Source: an optimization exercise on an open RTL-to-GDS flow (aim: small area). Production flows keep margins and buffers that such runs may drop. Function was checked by simulation only, so behaviour that the tests miss may differ from the original. Power is estimated from default activity; no workload was simulated.

==> flow/design.v <==
module fifo #(
    parameter WIDTH = 8,
    parameter SIZE  = 2048,
    parameter LOG_SIZE = 11)
    (
    input  wire              CLK, RST,
    input  wire  [WIDTH-1:0] DATA_W,
    output wire  [WIDTH-1:0] DATA_R,
    input  wire              WE, RE,
    output reg               EMPTY, FULL,
    input  wire              SOFT_RST);
    reg     [WIDTH-1:0] fifo_ram [0:SIZE-1];
    reg     [WIDTH-1:0] ram_out, d_data_w;
    reg                 ram_select;
    wire                write_valid, read_valid;
    reg  [LOG_SIZE-1:0] head, tail;
    wire [LOG_SIZE-1:0] n_head, n_tail;
    reg                 near_empty, near_full;
    wire                n_empty, n_near_empty;
    wire                n_full , n_near_full;
    assign DATA_R     = (ram_select) ? ram_out : d_data_w;
    always @ (posedge CLK) begin
        if (write_valid) begin
            ram_select <= (n_head != tail);
            d_data_w   <= DATA_W;
        end else begin
            ram_select <= 1'b1;
        end
    end
    always @ (posedge CLK) begin
        ram_out <= fifo_ram[n_head];
        if (write_valid) begin
            fifo_ram[tail] <= DATA_W;
        end
    end
    assign read_valid   = RE & ~EMPTY;
    assign write_valid  = WE & ~FULL;
    assign n_head       = (read_valid)  ? head + 1'b1 : head;
    assign n_tail       = (write_valid) ? tail + 1'b1 : tail;
    assign n_empty      = ~ write_valid & (EMPTY | (read_valid & near_empty));
    assign n_full       = ~ read_valid  & (FULL  | (write_valid & near_full));
    assign n_near_empty = (n_head + 1'b1 == n_tail);
    assign n_near_full  = (n_head == n_tail + 1'b1);
    always @ (posedge CLK) begin
        if (RST) begin
            head       <= 0;
            tail       <= 0;
            EMPTY      <= 1'b1;
            FULL       <= 1'b0;
            near_empty <= 1'b0;
            near_full  <= 1'b0;
        end else if (SOFT_RST) begin
            head       <= 0;
            tail       <= 0;
            EMPTY      <= 1'b1;
            FULL       <= 1'b0;
            near_empty <= 1'b0;
            near_full  <= 1'b0;
        end else begin
            head       <= n_head;
            tail       <= n_tail;
            EMPTY      <= n_empty;
            FULL       <= n_full;
            near_empty <= n_near_empty;
            near_full  <= n_near_full;
        end
    end
endmodule
module uartsender (
    input wire        CLK, RST,
    input wire [31:0] DATA,
    input wire        WE, MODE,
    output wire       TXD, READY,
    output wire       EMPTY, FULL);
    function [7:0] px;
        input [3:0] hex;
        px = hex + ((hex >= 4'd10) ? 8'd87 : 8'd48);
    endfunction
    wire [63:0]       data_in;
    wire  [7:0]       valid_in;
    reg  [63:0]       data_reg;
    reg   [7:0]       valid_reg;
    wire  [7:0]       fifo_data_w, fifo_data_r;
    wire              fifo_we, fifo_re;
    wire              ser_busy;
    assign READY       = ~ (|valid_reg);
    assign data_in     = (MODE) ? {56'h0, DATA[7:0]} :
                         {px(DATA[ 3: 0]), px(DATA[ 7: 4]), px(DATA[11: 8]), 
                          px(DATA[15:12]), px(DATA[19:16]), px(DATA[23:20]), 
                          px(DATA[27:24]), px(DATA[31:28])};
    assign valid_in    = (MODE) ? 8'b00000001 : 8'b11111111;
    assign fifo_data_w = data_reg[7:0];
    assign fifo_we     = valid_reg[0];
    assign fifo_re     = ~ EMPTY & ~ ser_busy;
    fifo #(.WIDTH(8), .SIZE(32), .LOG_SIZE(5)) send_fifo (
        .CLK(CLK), .RST(RST), .DATA_W(fifo_data_w), .DATA_R(fifo_data_r),
        .WE(fifo_we), .RE(fifo_re), .EMPTY(EMPTY), .FULL(FULL),
        .SOFT_RST(1'b0));
    serial_send tx (
        .CLK(CLK), .RST(RST), .DATA_IN(fifo_data_r), .WE(fifo_re),
        .DATA_OUT(TXD), .BUSY(ser_busy));
    always @ (posedge CLK) begin
        if (RST) begin
            data_reg  <= 64'h0000000000000000;
            valid_reg <= 8'h00;
        end else if (READY) begin
            if (WE) begin
                data_reg  <= data_in;
                valid_reg <= valid_in;
            end
        end else begin
            if (~ FULL) begin
                data_reg  <= {8'h00, data_reg[63:8]};
                valid_reg <= {1'b0, valid_reg[7:1]};
            end
        end
    end
endmodule
module serial_send (
    input  wire       CLK, RST,
    input  wire [7:0] DATA_IN,
    input  wire       WE,
    output wire       DATA_OUT,
    output reg        BUSY);
    localparam WAIT_DIV = 33;  
    localparam WAIT_LEN = 6;
    localparam STATE_IDLE = 1'b0;
    localparam STATE_SEND = 1'b1;
    reg                state, n_state;
    reg          [9:0] data_reg, n_data_reg;
    reg [WAIT_LEN-1:0] wait_cnt, n_wait_cnt;
    reg          [3:0] bit_cnt, n_bit_cnt;
    assign DATA_OUT = data_reg[0];
    always @* begin
        BUSY       = 1'b0;
        n_state    = state;
        n_wait_cnt = wait_cnt;
        n_bit_cnt  = bit_cnt;
        n_data_reg = data_reg;
        if (state == STATE_IDLE) begin
            if (WE) begin
                n_state    = STATE_SEND;
                n_data_reg = {1'b1, DATA_IN, 1'b0};
            end
        end else if (state == STATE_SEND) begin
            BUSY       = 1'b1;
            if (wait_cnt == WAIT_DIV - 1) begin
                if (bit_cnt == 4'd9) begin
                    n_state    = STATE_IDLE;
                    n_wait_cnt = 0;
                    n_bit_cnt  = 4'd0;
                end else begin
                    n_data_reg = {1'b1, data_reg[9:1]};
                    n_wait_cnt = 0;
                    n_bit_cnt  = bit_cnt + 1'b1;
                end
            end else begin
                n_wait_cnt = wait_cnt + 1'b1;
            end
        end
    end
    always @ (posedge CLK) begin
        if (RST) begin
            state    <= STATE_IDLE;
            wait_cnt <= 0;
            bit_cnt  <= 4'd0;
            data_reg <= 10'h3ff;
        end else begin
            state    <= n_state;
            wait_cnt <= n_wait_cnt;
            bit_cnt  <= n_bit_cnt;
            data_reg <= n_data_reg;
        end
    end
endmodule
module seripara (CLK, RST, MODE, UART_READY, DIN, WE, DOUT, OE);
    input             CLK, RST;
    input       [1:0] MODE;
    input             UART_READY;
    input       [7:0] DIN;
    input             WE;
    output reg [31:0] DOUT;
    output reg        OE;
    reg           out_mode;
    reg           sat;
    wire          sat_new;
    reg    [19:0] sum;
    reg    [27:0] ssum;
    wire   [19:0] sum_new;
    wire   [27:0] ssum_new;
    wire    [7:0] data_new;
    reg     [6:0] data_reg;
    reg    [11:0] cnt;
    assign sat_new  = sat || (DIN == 8'hff);
    assign sum_new  = sum  + DIN;
    assign ssum_new = ssum + DIN * DIN;
    assign data_new = {data_reg, DIN[0]};
    always @(*) begin
        if (~MODE[0]) begin
            if (out_mode) begin
                DOUT = {4'h0, ssum};
                OE   = UART_READY;
            end else begin
                DOUT = {sat, 11'h000, sum};
                OE   = (cnt == 12'hfff && WE);
            end
        end else if (MODE[1]) begin
            DOUT = {24'h0, data_new};
            OE   = (cnt[2:0] == 3'd7 && WE);
        end else begin
            DOUT = {24'h0, DIN};
            OE   = WE;
        end
    end
    always @(posedge CLK) begin
        if (RST) begin
            out_mode <= 1'b0;
            sat      <= 1'b0;
            sum      <= 0;
            ssum     <= 0;
            data_reg <= 7'h00;
            cnt      <= 12'h000;
        end else begin
            if (~out_mode & WE) begin
                out_mode <= (~MODE[0] && cnt == 12'hfff);
                sat      <= sat_new;
                sum      <= sum_new;
                ssum     <= ssum_new;
                if (MODE != 2'b11 || DIN != 8'hff) begin
                    data_reg <= data_new;
                    cnt      <= cnt + 1'b1;
                end
            end else if (out_mode & UART_READY) begin
                sat      <= 1'b0;
                sum      <= 0;
                ssum     <= 0;
                out_mode <= 1'b0;
            end
        end
    end
endmodule
module tero_rng (CLK_100M, CTR, COUNT, OEFF_Q, CTR_BUF, OEFF_PRE, OUT, OE);
    input             CLK_100M, CTR;
    input       [8:0] COUNT;
    input             OEFF_Q;
    output reg        CTR_BUF;
    output            OEFF_PRE;
    output reg  [7:0] OUT;
    output reg        OE;
    wire       oeff_q;
    wire [8:0] count;
    reg  [7:0] count_oe;
    reg        oeff_pre;
    assign count    = COUNT;
    assign oeff_q   = OEFF_Q;
    assign OEFF_PRE = oeff_pre;
    always @(posedge CLK_100M) begin
        CTR_BUF <= CTR;
    end
    always @(posedge CLK_100M) begin
        if (count[8]) begin
            OUT <= 8'hff;
        end else begin
            OUT <= count[7:0];
        end
    end
    always @(posedge CLK_100M) begin
        if (~CTR) begin
            OE       <= 1'b0;
            count_oe <= 8'd0;
            oeff_pre <= 1'b1;
        end else begin
            OE       <= ((count_oe[1:0] == 2'd3 && oeff_q == 1'b1) || count_oe == 8'd199);
            count_oe <= count_oe + 1'b1;
            oeff_pre <= (count_oe[1:0] == 2'd3);
        end
    end
endmodule
module tero_top (CLK, RST, MODE, SW, LED, TXD,
                 TERO_COUNT, TERO_OEFF, TERO_CTR, TERO_PRE, RO_SEL);
    input        CLK, RST;
    input  [1:0] MODE;
    input  [3:0] SW;
    output [7:0] LED;
    output       TXD;
    input  [8:0] TERO_COUNT;
    input        TERO_OEFF;
    output       TERO_CTR, TERO_PRE;
    output [19:0] RO_SEL;
    reg         op_mode, sel_mode;
    reg   [1:0] out_mode;
    reg         mode_d;
    reg   [2:0] state;
    reg  [19:0] cnt;
    reg   [2:0] sel_cnt;
    reg  [19:0] ro_sel;
    wire        ctr;
    wire  [7:0] tero_out;
    wire        tero_oe;
    wire [31:0] uart_data;
    wire        uart_we;
    wire        uart_ready, uart_empty, uart_full;
    localparam STATE_MODE   = 3'd0;  
    localparam STATE_WAIT   = 3'd1;  
    localparam STATE_START  = 3'd2;  
    localparam STATE_OSC    = 3'd3;  
    localparam STATE_DRAIN  = 3'd4;  
    localparam STATE_NEXT   = 3'd5;  
    localparam STATE_FINI   = 3'd6;  
    assign ctr       = (state == STATE_OSC);
    assign LED[7]    = (sel_cnt == 3'd3);
    assign LED[6]    = (sel_cnt == 3'd2);
    assign LED[5]    = (sel_cnt == 3'd1);
    assign LED[4]    = (sel_cnt == 3'd0);
    assign LED[3:0]  = (sel_cnt == 3'd0) ? ro_sel[ 3: 0] :
                       (sel_cnt == 3'd1) ? ro_sel[ 7: 4] :
                       (sel_cnt == 3'd2) ? ro_sel[11: 8] :
                       (sel_cnt == 3'd3) ? ro_sel[15:12] : ro_sel[19:16];
    assign RO_SEL    = ro_sel;
    tero_rng   RNG (.CLK_100M(CLK), .CTR(ctr), .COUNT(TERO_COUNT), .OEFF_Q(TERO_OEFF),
                    .CTR_BUF(TERO_CTR), .OEFF_PRE(TERO_PRE), .OUT(tero_out), .OE(tero_oe));
    seripara   SP  (.CLK(CLK), .RST(RST), .MODE(out_mode), .UART_READY(uart_ready),
                    .DIN(tero_out), .WE(tero_oe), .DOUT(uart_data), .OE(uart_we));
    uartsender UART(.CLK(CLK), .RST(RST), .DATA(uart_data), .WE(uart_we),
                    .MODE(op_mode), .TXD(TXD), .READY(uart_ready), 
                    .EMPTY(uart_empty), .FULL(uart_full));
    always @(posedge CLK) begin
        if (RST) begin
            op_mode   <= 1'b0;
            out_mode  <= 2'b00;
            sel_mode  <= 1'b0;
            mode_d    <= 1'b0;
            state     <= STATE_MODE;
            cnt       <= 20'h00000;
            sel_cnt   <= 3'd0;
            ro_sel    <= 20'h00000;
        end else begin
            if (state == STATE_MODE) begin
                op_mode   <= MODE[0];  
                out_mode  <= MODE;     
                sel_mode  <= MODE[1];  
                mode_d    <= MODE[0];
                sel_cnt   <= (MODE[0]) ? 3'd0 : (MODE[1]) ? 3'd3 : 3'd4;
                state     <= (MODE[0]) ? STATE_WAIT : STATE_START;
            end else if (state == STATE_WAIT) begin
                cnt      <= cnt + 1'b1;
                if (cnt == 20'hfffff) begin
                    mode_d   <= MODE[0];
                    if (MODE[0] & ~mode_d) begin
                        if (sel_cnt == 3'd0)
                            ro_sel[19:16] <= SW;
                        else if (sel_cnt == 3'd4)
                            ro_sel[15:12] <= SW;
                        else if (sel_cnt == 3'd3)
                            ro_sel[11: 8] <= SW;
                        else if (sel_cnt == 3'd2)
                            ro_sel[ 7: 4] <= SW;
                        else
                            ro_sel[ 3: 0] <= SW;
                        sel_cnt  <= (sel_cnt != 3'd0) ? sel_cnt - 1'b1 : 3'd4;
                        state    <= (sel_cnt != 3'd1) ? STATE_WAIT     : STATE_START;
                    end
                end
            end else if (state == STATE_START) begin
                state    <= STATE_OSC;
            end else if (state == STATE_OSC) begin
                if (tero_oe) begin
                    state    <= (uart_full)            ? STATE_DRAIN :
                                (op_mode == 1'b1)      ? STATE_START :
                                (cnt[11:0] == 12'hfff) ? STATE_NEXT  : STATE_START;
                    if (cnt == 20'hfffff && op_mode == 1'd1) begin
                        sel_cnt  <= (sel_cnt != 3'd0) ? sel_cnt - 1'b1 : 3'd4;
                    end
                    cnt      <= cnt + 1'b1;
                end
            end else if (state == STATE_DRAIN) begin
                if (uart_empty) begin
                    state    <= (op_mode == 1'b1)      ? STATE_START :
                                (cnt[11:0] == 12'h000) ? STATE_NEXT  : STATE_START;
                end
            end else if (state == STATE_NEXT) begin
                if (uart_ready) begin
                    ro_sel   <= ro_sel + 1'b1;
                    state    <= (ro_sel == ((sel_mode) ? 16'hffff : 20'hfffff)) ? STATE_FINI : STATE_START;
                end
            end
        end
    end    
endmodule
==> flow/run.sh <==
#!/bin/bash
# synth_recipe.tcl (not shown) runs the flow's synth.tcl, then flattens the netlist and writes it again
# the make line also repeats each setting of config.mk as NAME=value (left out here)
make -C /OpenROAD-flow-scripts/flow DESIGN_CONFIG=/design/flow/config.mk WORK_HOME=/design/flow/orfs CLKGATE_MAP_FILE= SYNTH_SCRIPT=/design/flow/synth_recipe.tcl finish
==> flow/config.mk <==
export PLATFORM = sky130hd
export DESIGN_NAME = tero_top
export DESIGN_NICKNAME = tero_top
export VERILOG_FILES = /design/flow/design.v
export SDC_FILE = /design/flow/constraint.sdc
export NUM_CORES = 4
export LEC_CHECK = 0
export CAP_MARGIN = 20
export CORE_MARGIN = 2
export CORE_UTILIZATION = 40
export SLEW_MARGIN = 20
==> flow/constraint.sdc <==
create_clock -name core_clock -period 10.0 [get_ports {CLK}]
set_input_delay 2.0000 -clock core_clock [delete_from_list [all_inputs] [get_ports {CLK}]]
set_output_delay 2.0000 -clock core_clock [all_outputs]
set_load 0.01 [all_outputs]
==> impl_results.md <==
* CTS H-tree lvls at 2
* DP HPWL at 42700 um
* Peak VDD IR at 193 uV
* Critical Path RT at 10490 ps
* Synth Cell Area at 25200 um^2
* Mux contribution to synthesized area at 5.59%
* RSZ-0062 raised after global routing: no
* Dominant cell type by area after synthesis: edfxtp_1
* GR Util met2 at 33.0%
* Cell area after layout at 28500 um^2
* Area fraction of the dominant cell type after synthesis at 31.4%
* Post-layout min period at 6320 ps
* # fillers at 5807
* Number of synthesized flops with an enable pin at 264
* CTS tree: done
* Simple-gate share of the synthesized area at 16.5%
* Vert. Die Dim at 255 um
* Die area at 65100 um^2
* Max-cap viol count at 0
* TNS Setup at 0 ps
* Starting Density at 40.2%
* GR Layer Usage met1 at 27.0%
* Worst-case clock buffer depth at 3
* Power share of the combinational group at 31.1%
* Antenna violations before repair at 1
* Sw Share at 34.4%
* Area contributors post-synth: edfxtp_1 31%, dfxtp_1 19%, ha_1 4.4%
* Final setup viols at 0
* Syn_nets at 2568
* Drt first-iter violations at 1549
* Slew margin rel. at 24.2%
* Vias per std cell at 5.59
* Total track usage at 19.8%
* Total clock sinks at 509
* Via count at 18.6k
* Post-synth cell types at 80
* Max Clock Freq at 0.158 GHz
* Final Hold Fails at 0
* Max reg flops at 256
* CP Launch Type: flop
* Final Instance Count excl. Fillers at 3319
* I/O pins at 49
* Worst-path clk slew at 70 ps
* Root Buffer: clkbuf_16
* Antenna diode count at 0
* Hold Path Class: reg -> reg
* Residual DRC at 0
* Grt total ovfl at 0
* Layout cells sized above 1 at 8.57%
* Setup Crit Path Kind: reg -> reg
* Placed Area at 26500 um^2
* DRT Wirelength at 64300 um
* Syn Area/Cell at 10.4 um^2
* Status: finished clean
* Synth Instances at 2430
* Drt first pass iters at 5
* Final worst-path cycle share at 63.2%
* Internal power at 4560 uW
* Sequential share of power at 37.6%
* Clock latency (worst-skew pair) at 640 ps
* Nets at 2565
* Clock Skew at 32.7 ps
* Gr busiest metal: met2
* Vias in the first global route at 18.2k
* Num CTS Buffers at 55
* Setup Buffers After CTS at 0
* Synth Area in Adders at 6.90%
* Worst endpoint data arrival time at 6810 ps
* Clock network fraction of design power at 31.3%
* Lkg Pwr at 0.0102 uW
* Core area at 62700 um^2
* Main synth FF type: edfxtp_1
* GPL Wtd Cong at 0.878
* Flop2flop setup slack at 3680 ps
* Xor/xnor share of the synthesized area at 3.82%
* Chip width at 255 um
* GR Layer Usage met3 at 2.68%
* Ys async rst share at 0%
* First-pass GRT wire length at 102000 um
* Post-CTS Hold Fix Bufs at 0
* Post-DR wirelength/cell at 19.4 um
* Syn. warnings at 6
* Hold Worst Slack at 459 ps
* Largest family of logic cells by synthesized area: simple AND/OR/NAND/NOR gates
* Largest net degree at the start of global routing at 123
* Critical Path End Type: flop
* Resized cells post-CTS at 0
* Placed insts at 3216
* # port buffers at 48
* Rows at 92
* Final ANT Viol Nets at 0
* PwrDens at 244 nW/um^2
* Synth Area in Compound Gates at 12.8%
* Crit Path Max Fanout at 9
* P&R area growth vs syn at 12.8%
* Register bit total from synthesis at 509
* Register area share after synthesis at 50.9%
* Final Total Pwr at 6950 uW
* Slew Viols, Final at 0
* Worst slew pin tran at 1130 ps
* Psw at 2390 uW
[stage by stage]
step	setup WS, ps	util (%)
floorplan	4350	-
global placement	3930	42.2
detailed placement	3810	42.2
CTS	3730	45.3
global route	3190	45.4
finish	3680	45.4
[kinds of logic after synthesis]
kind of cell / count (synthesis)
mux: 90
xor+xnor: 107
flops: 509
fa+ha+maj: 120
buf+inv: 231
compound gates: 486
simple gates: 887
[cells in the mapped netlist (20+ instances only)]
master    count
a211oi_1     35
a21o_1       22
a21oi_1     127
a22oi_1      29
a31oi_1      32
and2_1       31
and3_1       31
buf_2        20
clkbuf_1    103
dfxtp_1     245
edfxtp_1    264
fa_1         32
ha_1         88
inv_1        92
mux2i_1      42
mux4_2       40
nand2_1     247
nand3_1      64
nand4_1      44
nor2_1      274
nor2b_1      27
nor3_1       78
o211ai_1     38
o21ai_0      79
xnor2_1      57
xor2_1       48
[critical path, cell delays in order (launching register included)]
cell and delay, ps:
dfxtp_1 510, inv_1 210, nor2_1 230, fa_1 500
fa_1 580, inv_1 80, fa_1 520, fa_1 550
inv_1 40, ha_1 330, o21ai_0 250, o21ai_0 130
a31oi_1 320, a21oi_1 130, xnor2_1 220, ha_1 290
a21o_1 190, a31o_2 200, a31oi_1 530, or2_2 290
o31ai_1 80
[metal layers]
metal,up-vias,wire length (um)
met3,116,3120
met2,445,30500
met4,2,1390
met1,9168,29300
met5,-,11
li1,8828,-
[cell type report]
cell class	count	area, um^2	share of cell area, %
clock buffer	71	1490	5.22
tap	846	1060	3.72
inverter	94	353	1.24
timing repair buffer	77	699	2.46
sequential	509	12800	45.1
clock inverter	32	444	1.56
multi-input combinational	1690	11600	40.7
[placed cells by master, fill, tap and decap left out, drive strengths merged, types with 10 or more instances in the layout]
master,n
nor3,78
nand4,44
ha,88
a22o,10
mux4,40
nor4,13
clkinv,19
xor2,49
clkbuf,71
clkdlybuf4s50,47
a22oi,29
fa,32
xnor2,58
nand3,65
o21a,11
and2,31
nand2b,16
inv,95
a21oi,127
and3,31
buf,30
a31oi,32
mux2i,42
a211oi,35
edfxtp,264
nor2,274
nand2,247
o21ai,80
o31ai,19
a21o,22
o211ai,38
nor2b,27
or2,20
dfxtp,245
a221oi,16
[path summary, 6_finish.rpt]
kind | start | cells after the start | to
min reg2reg | SP.data_reg[6] | 2 | SP.data_reg[6]
max | RNG.OUT[5] | 20 | SP.ssum[24]
min | SP.data_reg[6] | 2 | SP.data_reg[6]
max reg2reg | RNG.OUT[5] | 20 | SP.ssum[24]
[power groups by stage]
| stage | logic (uW) | registers (uW) | clock network [uW] |
|---|---|---|---|
| CTS | 2150 | 2610 | 2210 |
| global route | 2410 | 2640 | 2290 |
| global placement | 2080 | 2650 | 0 |
| detailed placement | 2130 | 2650 | 0 |
| finish | 2160 | 2610 | 2170 |
| floorplan | 1600 | 2600 | 0 |

-- port drivers added, routing unchanged --
How much do the figures lean on ideal ports? The routed layout below was timed once more, with nothing changed but the port constraints.
Step 1 sets driving cells, clkbuf_16 on the clock port and buf_2 on the other inputs (assumed; they add their load-dependent delay and slew).
Step 2 times the ports against the registers' clock, not the clock port: input delays grow and output delays shrink by t, the midpoint of the rising clock arrivals with the driver on.
Three values: ideal ports, drivers, drivers and shift; two values: the first two.
shift t [ns]: 0.688
setup slack, ns: 3.682 / 3.682 / 3.682
worst data-port slew with drivers (ns): 0.06
After both steps this run still meets setup and hold. For this run, drivers alone change the setup slack by 0.000 ns; drivers and shift together by 0.000 ns.
